This is an optimization exercise on Yosys and OpenROAD, whose aim is small area, a short achievable clock period and few clock cycles per item, not a production implementation. At most, simulation tests tie the RTL to the original design; equivalence was not proved. Power figures rest on the tool's default switching activity, not on a simulated workload.

run P:
## udp_parser_top
module udp_parser_top(
    input clock,
    input reset,
    input out_tready,
    output in_tready,
    input [255:0] in_tdata,
    input in_tvalid,
    input in_tlast,
    output reg out_tvalid,
    output [255:0] out_tdata
    );
    function [31:0] pick;
        input [31:0] a, b;
        input use_b_ok, is_min;
        begin
            pick = (use_b_ok & ((b > a) ^ is_min)) ? b : a;
        end
    endfunction
    localparam HDR = 2'd0, OPC = 2'd1, DAT = 2'd2;
    reg [1:0] state;
    reg       rdy;
    assign in_tready = rdy;
    wire fire = in_tvalid & rdy;
    reg [255:0] d1;
    reg v1, f1, l1;
    reg op0, op1, op2;               
    wire ok4 = ~((state == DAT) & in_tlast);
    wire ok5 = (state == DAT) & ~in_tlast;
    always @(posedge clock) begin
        op0 <= (in_tdata[175:160] == 16'd0);
        op1 <= (in_tdata[175:160] == 16'd1);
        op2 <= (in_tdata[175:160] == 16'd2);
        d1 <= {in_tdata[255:160] & {96{ok5}}, in_tdata[159:128] & {32{ok4}}, in_tdata[127:0]};
        if (reset) begin
            state <= HDR;
            v1 <= 0; f1 <= 0; l1 <= 0;
        end else begin
            v1 <= fire & (state != HDR);
            f1 <= fire & (state == OPC);
            l1 <= fire & (state == DAT) & in_tlast;
            if (fire) begin
                case (state)
                    HDR: state <= OPC;
                    OPC: state <= DAT;
                    default: if (in_tlast) state <= HDR;
                endcase
            end
        end
    end
    reg m_sum, m_max, m_min;         
    wire s_min = f1 ? op2 : m_min;
    always @(posedge clock)
        if (f1) begin
            m_sum <= op0;
  ...
==> module udp_parser_top, before the edit <==
module udp_parser_top(
    input clock,
    input reset,
    input out_tready,
    output in_tready,
    input [255:0] in_tdata,
    input in_tvalid,
    input in_tlast,
    output reg out_tvalid,
    output [255:0] out_tdata
    );
    function [31:0] pick;
        input [31:0] a, b;
        input use_b_ok, is_min;
        begin
            pick = (use_b_ok & ((b > a) ^ is_min)) ? b : a;
        end
    endfunction
    localparam HDR = 2'd0, OPC = 2'd1, DAT = 2'd2;
    reg [1:0] state;
    reg       rdy;
    assign in_tready = rdy;
    wire fire = in_tvalid & rdy;
    reg [255:0] d1;
    reg v1, f1, l1;
    reg op0, op1, op2;               
    wire ok4 = ~((state == DAT) & in_tlast);
    wire ok5 = (state == DAT) & ~in_tlast;
    always @(posedge clock) begin
        op0 <= (in_tdata[175:160] == 16'd0);
        op1 <= (in_tdata[175:160] == 16'd1);
        op2 <= (in_tdata[175:160] == 16'd2);
        d1 <= {in_tdata[255:160] & {96{ok5}}, in_tdata[159:128] & {32{ok4}}, in_tdata[127:0]};
        if (reset) begin
            state <= HDR;
            v1 <= 0; f1 <= 0; l1 <= 0;
        end else begin
            v1 <= fire & (state != HDR);
            f1 <= fire & (state == OPC);
            l1 <= fire & (state == DAT) & in_tlast;
            if (fire) begin
                case (state)
                    HDR: state <= OPC;
                    OPC: state <= DAT;
                    default: if (in_tlast) state <= HDR;
                endcase
            end
        end
    end
    reg m_sum, m_max, m_min;         
    wire s_min = f1 ? op2 : m_min;
    always @(posedge clock)
        if (f1) begin
            m_sum <= op0;
            m_max <= op1;
            m_min <= op2;
        end
    wire mid = ~f1 & ~l1;
    wire [31:0] x0 = d1[0 +: 32], x1 = d1[32 +: 32], x2 = d1[64 +: 32], x3 = d1[96 +: 32];
    wire [31:0] x4 = d1[128 +: 32], x5 = d1[160 +: 32], x6 = d1[192 +: 32], x7 = d1[224 +: 32];
    wire [31:0] p0 = pick(x0, x4, ~l1, s_min);
    wire [31:0] p1 = pick(x1, x5, mid, s_min);
    wire [31:0] p2 = pick(x2, x6, mid, s_min);
    wire [31:0] p3 = pick(x3, x7, mid, s_min);
    reg [31:0] q0, q1, bsum;
    reg v2, f2, l2;
    always @(posedge clock) begin
        q0 <= pick(p0, p2, 1'b1, s_min);
        q1 <= pick(p1, p3, 1'b1, s_min);
        bsum <= ((x0 + x1) + (x2 + x3)) + ((x4 + x5) + (x6 + x7));
        if (reset) begin
            v2 <= 0; f2 <= 0; l2 <= 0;
        end else begin
            v2 <= v1; f2 <= f1; l2 <= v1 & l1;
        end
    end
    wire [31:0] bm = pick(q0, q1, 1'b1, m_min);
    reg  [31:0] acc;
    reg         done;                
    wire [31:0] acc_sum = (f2 ? 32'd0 : acc) + bsum;
    wire [31:0] acc_mm  = f2 ? bm : pick(acc, bm, 1'b1, m_min);
    wire [31:0] acc_nxt = m_sum ? acc_sum : (m_max | m_min) ? acc_mm : 32'd0;
    always @(posedge clock)
        if (v2) acc <= acc_nxt;
    reg  [31:0] obuf;
    reg         owed1, owed2;
    wire slot = ~out_tvalid | out_tready;
    wire xfer = done & slot;
    wire take = out_tvalid & out_tready;
    wire last_in = fire & (state == DAT) & in_tlast;
    wire owed2_nxt = ~take & (owed2 | (owed1 & last_in));
    wire owed1_nxt = last_in | (take ? owed2 : owed1);
    assign out_tdata = {224'd0, obuf};
    always @(posedge clock) begin
        if (slot) obuf <= acc;
        if (reset) begin
            done <= 0;
            out_tvalid <= 0;
            owed1 <= 0;
            owed2 <= 0;
            rdy <= 1;
        end else begin
            done <= l2 | (done & ~xfer);
            if (slot) out_tvalid <= done;
            owed1 <= owed1_nxt;
            owed2 <= owed2_nxt;
            rdy <= ~owed2_nxt;
        end
    end
endmodule
Settings: LEC_CHECK=0, CAP_MARGIN=40, CORE_MARGIN=2, CORE_UTILIZATION=40, CTS_CLUSTER_DIAMETER=100, CTS_CLUSTER_SIZE=24, SLEW_MARGIN=40; clock period 28.0 ns.
standard.sh (not shown) runs the stock make flow with config.mk's settings and CLKGATE_MAP_FILE= SYNTH_SCRIPT=/design/flow/synth_recipe.tcl, a recipe that flattens the netlist after the stock synthesis.
==> flow/flow/run.sh <==
#!/bin/bash
# The standard layout (standard.sh) with two changes:
#  - plain buffers (buf_2) on the ports in place of the delay-cell buffers
#    that port buffering picks itself;
#  - after global placement, constant output ports share tie cells
#    (merge_ties.tcl) instead of having one each.
# Each step's output goes to a log of its own here; ORFS keeps its step logs
# under orfs/logs/.
set -euo pipefail
export BUFFER_PORTS_ARGS="-buffer_cell sky130_fd_sc_hd__buf_2"
bash standard.sh 3_3_place_gp > standard_to_gp.log 2>&1
ODB_IN=$(ls -d "$PWD"/orfs/results/*/udp_parser_top/base)/3_3_place_gp.odb TIE_GROUP=12 \
  openroad -no_init -exit flow/merge_ties.tcl > merge_ties.log 2>&1
bash standard.sh > standard.log 2>&1
Other scripts of this flow, unchanged in this note and not shown: flow/flow/merge_ties.tcl
Run P went all the way through synthesis, placement and routing and the layout is clean on timing, DRC and antenna.
#### Input delta (run R over run P)
--- a/flow/design.v
+++ b/flow/design.v
@@ -83,29 +83,28 @@
     wire [31:0] acc_nxt = m_sum ? acc_sum : (m_max | m_min) ? acc_mm : 32'd0;
     always @(posedge clock)
         if (v2) acc <= acc_nxt;
     reg  [31:0] obuf;
     reg         owed1, owed2;
     wire slot = ~out_tvalid | out_tready;
-    wire xfer = done & slot;
     wire take = out_tvalid & out_tready;
     wire last_in = fire & (state == DAT) & in_tlast;
     wire owed2_nxt = ~take & (owed2 | (owed1 & last_in));
     wire owed1_nxt = last_in | (take ? owed2 : owed1);
     assign out_tdata = {224'd0, obuf};
     always @(posedge clock) begin
-        if (slot) obuf <= acc;
+        if (slot) obuf <= l2 ? acc_nxt : acc;
         if (reset) begin
             done <= 0;
             out_tvalid <= 0;
             owed1 <= 0;
             owed2 <= 0;
             rdy <= 1;
         end else begin
-            done <= l2 | (done & ~xfer);
-            if (slot) out_tvalid <= done;
+            done <= ~slot & (l2 | done);
+            if (slot) out_tvalid <= l2 | done;
             owed1 <= owed1_nxt;
             owed2 <= owed2_nxt;
             rdy <= ~owed2_nxt;
         end
     end
 endmodule
Notes after the runs:
- Delta (run R minus run P): sequential share of layout area saw a decrease; non-clock buffer count saw an increase; portion of netlist area occupied by mux cells saw a decrease; final worst hold slack saw a decrease; maximum clock frequency saw a decrease.
- Run P has a lower number of cells on the worst reg-to-reg path than run R.
No functional check of the RTL was part of any run of this note.

---

== cedar ==
udp_parser_top, a different RTL version from the one above (not shown whole).
Size: roughly 3,000 cells after synthesis, about 430 flip-flops, roughly 520 I/O pins, roughly 29,000 um^2 of cells after synthesis.
==> module udp_parser_top, before the edit <==
module udp_parser_top(
    input clock,
    input reset,
    input out_tready,
    output in_tready,
    input [255:0] in_tdata,
    input in_tvalid,
    input in_tlast,
    output reg out_tvalid,
    output [255:0] out_tdata
    );
    function [31:0] pick;
        input [31:0] a, b;
        input use_b_ok, is_min;
        begin
            pick = (use_b_ok & ((b > a) ^ is_min)) ? b : a;
        end
    endfunction
    localparam HDR = 2'd0, OPC = 2'd1, DAT = 2'd2;
    reg [1:0] state;
    reg       rdy;
    assign in_tready = rdy;
    wire fire = in_tvalid & rdy;
    reg [255:0] d1;
    integer i;
    reg v1, f1, l1;
    reg [15:0] cg, ce;
    reg op0, op1, op2;               
    wire ok4 = ~((state == DAT) & in_tlast);
    wire ok5 = (state == DAT) & ~in_tlast;
    always @(posedge clock) begin
        for (i = 0; i < 16; i = i + 1) begin
            cg[i] <= in_tdata[128 + 32 * (i / 4) + 8 * (i % 4) +: 8] > in_tdata[32 * (i / 4) + 8 * (i % 4) +: 8];
            ce[i] <= in_tdata[128 + 32 * (i / 4) + 8 * (i % 4) +: 8] == in_tdata[32 * (i / 4) + 8 * (i % 4) +: 8];
        end
        op0 <= (in_tdata[175:160] == 16'd0);
        op1 <= (in_tdata[175:160] == 16'd1);
        op2 <= (in_tdata[175:160] == 16'd2);
        d1 <= {in_tdata[255:160] & {96{ok5}}, in_tdata[159:128] & {32{ok4}}, in_tdata[127:0]};
        if (reset) begin
            state <= HDR;
            v1 <= 0; f1 <= 0; l1 <= 0;
        end else begin
            v1 <= fire & (state != HDR);
            f1 <= fire & (state == OPC);
            l1 <= fire & (state == DAT) & in_tlast;
            if (fire) begin
                case (state)
                    HDR: state <= OPC;
                    OPC: state <= DAT;
                    default: if (in_tlast) state <= HDR;
                endcase
            end
        end
    end
    reg m_sum, m_max, m_min;         
    wire s_sum = f1 ? op0 : m_sum;
    wire s_min = f1 ? op2 : m_min;
    always @(posedge clock)
        if (f1) begin
            m_sum <= op0;
            m_max <= op1;
            m_min <= op2;
        end
    wire mid = ~f1 & ~l1;
    wire [31:0] x0 = d1[0 +: 32], x1 = d1[32 +: 32], x2 = d1[64 +: 32], x3 = d1[96 +: 32];
    wire [31:0] x4 = d1[128 +: 32], x5 = d1[160 +: 32], x6 = d1[192 +: 32], x7 = d1[224 +: 32];
    function gt4;
        input [3:0] g, e;
        begin
            gt4 = g[3] | e[3] & (g[2] | e[2] & (g[1] | e[1] & g[0]));
        end
    endfunction
    wire [3:0] sel;
    assign sel[0] = ~l1 & (gt4(cg[3:0], ce[3:0]) ^ s_min);
    assign sel[1] = mid & (gt4(cg[7:4], ce[7:4]) ^ s_min);
    assign sel[2] = mid & (gt4(cg[11:8], ce[11:8]) ^ s_min);
    assign sel[3] = mid & (gt4(cg[15:12], ce[15:12]) ^ s_min);
    wire [31:0] p0 = sel[0] ? x4 : x0;
    wire [31:0] p1 = sel[1] ? x5 : x1;
    wire [31:0] p2 = sel[2] ? x6 : x2;
    wire [31:0] p3 = sel[3] ? x7 : x3;
    reg [31:0] q0, q1;
    reg v2, f2, l2;
    always @(posedge clock) begin
        q0 <= pick(p0, p2, 1'b1, s_min);
        q1 <= s_sum ? ((x0 + x1) + (x2 + x3)) + ((x4 + x5) + (x6 + x7))
                    : pick(p1, p3, 1'b1, s_min);
        if (reset) begin
            v2 <= 0; f2 <= 0; l2 <= 0;
        end else begin
            v2 <= v1; f2 <= f1; l2 <= v1 & l1;
        end
    end
    wire [31:0] bm = pick(q0, q1, 1'b1, m_min);
    reg  [31:0] acc;
    reg         done;                
    wire [31:0] acc_sum = (f2 ? 32'd0 : acc) + q1;
    wire [31:0] acc_mm  = f2 ? bm : pick(acc, bm, 1'b1, m_min);
    wire [31:0] acc_nxt = m_sum ? acc_sum : (m_max | m_min) ? acc_mm : 32'd0;
    always @(posedge clock)
        if (v2) acc <= acc_nxt;
    reg  [31:0] obuf;
    reg         owed1, owed2;
    wire slot = ~out_tvalid | out_tready;
    wire xfer = done & slot;
    wire take = out_tvalid & out_tready;
    wire last_in = fire & (state == DAT) & in_tlast;
    wire owed2_nxt = ~take & (owed2 | (owed1 & last_in));
    wire owed1_nxt = last_in | (take ? owed2 : owed1);
    assign out_tdata = {224'd0, obuf};
    always @(posedge clock) begin
        if (slot) obuf <= acc;
        if (reset) begin
            done <= 0;
            out_tvalid <= 0;
            owed1 <= 0;
            owed2 <= 0;
            rdy <= 1;
        end else begin
            done <= l2 | (done & ~xfer);
            if (slot) out_tvalid <= done;
            owed1 <= owed1_nxt;
            owed2 <= owed2_nxt;
            rdy <= take | ~owed2 | ((state == HDR) & ~fire);
        end
    end
endmodule
Settings: LEC_CHECK=0, CAP_MARGIN=40, CORE_MARGIN=2, CORE_UTILIZATION=40, CTS_CLUSTER_DIAMETER=100, CTS_CLUSTER_SIZE=24, SLEW_MARGIN=40; clock period 28.0 ns.
==> flow/flow/merge_ties.tcl <==
# Share tie cells between constant output ports. Port buffering leaves one
# tie cell per constant output; after global placement, neighbouring
# ports along the die edge are put on one tie cell, $::env(TIE_GROUP) at a time.
read_db $::env(ODB_IN)
set block [ord::get_db_block]
set die [$block getDieArea]
set W [$die xMax]
set H [$die yMax]
# position of a point along the die's perimeter, counter-clockwise from (0,0)
proc perim {x y} {
  global W H
  set d [list [expr {$y}] [expr {$W - $x}] [expr {$H - $y}] [expr {$x}]]
  set m [lsort -integer [list [lindex $d 0] [lindex $d 1] [lindex $d 2] [lindex $d 3]]]
  set m [lindex $m 0]
  if {$m == [lindex $d 0]} { return $x }
  if {$m == [lindex $d 1]} { return [expr {$W + $y}] }
  if {$m == [lindex $d 2]} { return [expr {$W + $H + ($W - $x)}] }
  return [expr {2 * $W + $H + ($H - $y)}]
}
set ties {}
foreach inst [$block getInsts] {
  if {[[$inst getMaster] getName] ne "sky130_fd_sc_hd__conb_1"} continue
  foreach pin {LO HI} {
    set it [$inst findITerm $pin]
    set net [$it getNet]
    if {$net eq "NULL"} continue
    set bts [$net getBTerms]
    if {[llength $bts] != 1 || [llength [$net getITerms]] != 1} continue
    set bt [lindex $bts 0]
    set bb [$bt getBBox]
    set p [perim [expr {([$bb xMin] + [$bb xMax]) / 2}] [expr {([$bb yMin] + [$bb yMax]) / 2}]]
    lappend ties [list $p $pin $inst $net $bt]
  }
}
set n 0
set removed 0
foreach pin {LO HI} {
  set group {}
  foreach t [lsort -real -index 0 $ties] {
    if {[lindex $t 1] ne $pin} continue
    lappend group $t
  }
  set i 0
  set lead ""
  foreach t $group {
    if {$i % $::env(TIE_GROUP) == 0} {
      set lead [lindex $t 3]
      incr n
    } else {
      set bt [lindex $t 4]
      set net [lindex $t 3]
      $bt disconnect
      $bt connect $lead
      odb::dbInst_destroy [lindex $t 2]
      odb::dbNet_destroy $net
      incr removed
    }
    incr i
  }
}
puts "merge_ties: [llength $ties] tie cells on output ports, kept $n, removed $removed"
write_db $::env(ODB_IN)
Scripts as last shown in full above: flow/flow/run.sh
cedar | status: complete | timing, DRC, antenna: pass
Testbench counts of cedar, summed over its fixed seeds: cycles 6,481, packets 512.
[inputs] maple vs cedar
==> flow/design.v, changed modules only <==
module udp_parser_top(
    input clock,
    input reset,
    input out_tready,
    output in_tready,
    input [255:0] in_tdata,
    input in_tvalid,
    input in_tlast,
    output reg out_tvalid,
    output [255:0] out_tdata
    );
    function [31:0] pick;
        input [31:0] a, b;
        input use_b_ok, is_min;
        begin
            pick = (use_b_ok & ((b > a) ^ is_min)) ? b : a;
        end
    endfunction
    localparam HDR = 2'd0, OPC = 2'd1, DAT = 2'd2;
    reg [1:0] state;
    reg       rdy;
    assign in_tready = rdy;
    wire fire = in_tvalid & rdy;
    reg [255:0] d1;
    reg v1, f1, l1;
    reg op0, op1, op2;               
    wire ok4 = ~((state == DAT) & in_tlast);
    wire ok5 = (state == DAT) & ~in_tlast;
    always @(posedge clock) begin
        op0 <= (in_tdata[175:160] == 16'd0);
        op1 <= (in_tdata[175:160] == 16'd1);
        op2 <= (in_tdata[175:160] == 16'd2);
        d1 <= {in_tdata[255:160] & {96{ok5}}, in_tdata[159:128] & {32{ok4}}, in_tdata[127:0]};
        if (reset) begin
            state <= HDR;
            v1 <= 0; f1 <= 0; l1 <= 0;
        end else begin
            v1 <= fire & (state != HDR);
            f1 <= fire & (state == OPC);
            l1 <= fire & (state == DAT) & in_tlast;
            if (fire) begin
                case (state)
                    HDR: state <= OPC;
                    OPC: state <= DAT;
                    default: if (in_tlast) state <= HDR;
                endcase
            end
        end
    end
    reg m_sum, m_max, m_min;         
    wire s_sum = f1 ? op0 : m_sum;
    wire s_min = f1 ? op2 : m_min;
    always @(posedge clock)
        if (f1) begin
            m_sum <= op0;
            m_max <= op1;
            m_min <= op2;
        end
    wire mid = ~f1 & ~l1;
    wire [31:0] x0 = d1[0 +: 32], x1 = d1[32 +: 32], x2 = d1[64 +: 32], x3 = d1[96 +: 32];
    wire [31:0] x4 = d1[128 +: 32], x5 = d1[160 +: 32], x6 = d1[192 +: 32], x7 = d1[224 +: 32];
    wire [31:0] p0 = pick(x0, x4, ~l1, s_min);
    wire [31:0] p1 = pick(x1, x5, mid, s_min);
    wire [31:0] p2 = pick(x2, x6, mid, s_min);
    wire [31:0] p3 = pick(x3, x7, mid, s_min);
    reg [31:0] q0, q1;
    reg v2, f2, l2;
    always @(posedge clock) begin
        q0 <= pick(p0, p2, 1'b1, s_min);
        q1 <= s_sum ? ((x0 + x1) + (x2 + x3)) + ((x4 + x5) + (x6 + x7))
                    : pick(p1, p3, 1'b1, s_min);
        if (reset) begin
            v2 <= 0; f2 <= 0; l2 <= 0;
        end else begin
            v2 <= v1; f2 <= f1; l2 <= v1 & l1;
        end
    end
    wire [31:0] bm = pick(q0, q1, 1'b1, m_min);
    reg  [31:0] acc;
    reg         done;                
    wire [31:0] acc_sum = (f2 ? 32'd0 : acc) + q1;
    wire [31:0] acc_mm  = f2 ? bm : pick(acc, bm, 1'b1, m_min);
    wire [31:0] acc_nxt = m_sum ? acc_sum : (m_max | m_min) ? acc_mm : 32'd0;
    always @(posedge clock)
        if (v2) acc <= acc_nxt;
    reg  [31:0] obuf;
    reg         owed1, owed2;
    wire slot = ~out_tvalid | out_tready;
    wire take = out_tvalid & out_tready;
    wire last_in = fire & (state == DAT) & in_tlast;
    wire owed2_nxt = ~take & (owed2 | (owed1 & last_in));
    wire owed1_nxt = last_in | (take ? owed2 : owed1);
    assign out_tdata = {224'd0, obuf};
    always @(posedge clock) begin
        if (slot) obuf <= l2 ? acc_nxt : acc;
        if (reset) begin
            done <= 0;
            out_tvalid <= 0;
            owed1 <= 0;
            owed2 <= 0;
            rdy <= 1;
        end else begin
            done <= ~slot & (l2 | done);
            if (slot) out_tvalid <= l2 | done;
            owed1 <= owed1_nxt;
            owed2 <= owed2_nxt;
            rdy <= ~owed2_nxt;
        end
    end
endmodule
--- outcome ---
Between maple and cedar, the cell area figures differ only marginally. Looking at post-layout total power across both flows, maple is the stronger of the two, with cedar trailing. Between cedar and maple, the relative area of clock buffers and inverters in the final design does not differ in any meaningful way. Power per cell area went down by a few percent going from cedar to maple. Number of clock sinks | maple below cedar. Total met3 wirelength after detailed routing: maple vs cedar up about 50%. Going from cedar to maple, the sequential cell area was found to have gone down by about 6%. Of the two candidates, cedar has the better reg2reg setup slack and maple the worse one. maple against cedar; synthesized cell count is up by a few percent. For utilization after layout, maple and cedar come out practically identical.
No functional check of the RTL was part of maple.

what the ideal ports hide:
Ports are ideal in the flow. The routed layouts listed here were re-timed in OpenROAD.
Step 1: set_driving_cell puts a clkbuf_16 on clock and a buf_2 on each other input, an assumption about the parent block.
Step 2 adds t to the input delays and takes it off the output delays; t is the mean of the earliest and latest rising clock arrival at the registers after step 1. Input paths then give back, and output paths get back, about the clock's delay inside the block.
a / b / c = ideal ports / drivers / drivers and shift; a / b = the first two.
run | t (ns) | slack for setup (ns) | worst setup path after step 2 | worst register clock-pin slew, ns | cell pins on the clock port's net
run P | 0.661 | 21.088 / 21.088 / 21.088 | register to register | 0.11 / 0.11 | 1
run R | 0.669 | 20.719 / 20.719 / 20.719 | register to register | 0.10 / 0.10 | 1
cedar | 0.635 | 21.237 / 21.198 / 20.630 | input to register | 0.10 / 0.10 | 1
maple | 0.653 | 21.101 / 21.101 / 20.677 | input to register | 0.10 / 0.10 | 1
After both steps every run listed still meets setup and hold. The setup slack of cedar, which loses most, moves by -0.039 ns with the drivers and by -0.607 ns with both steps.
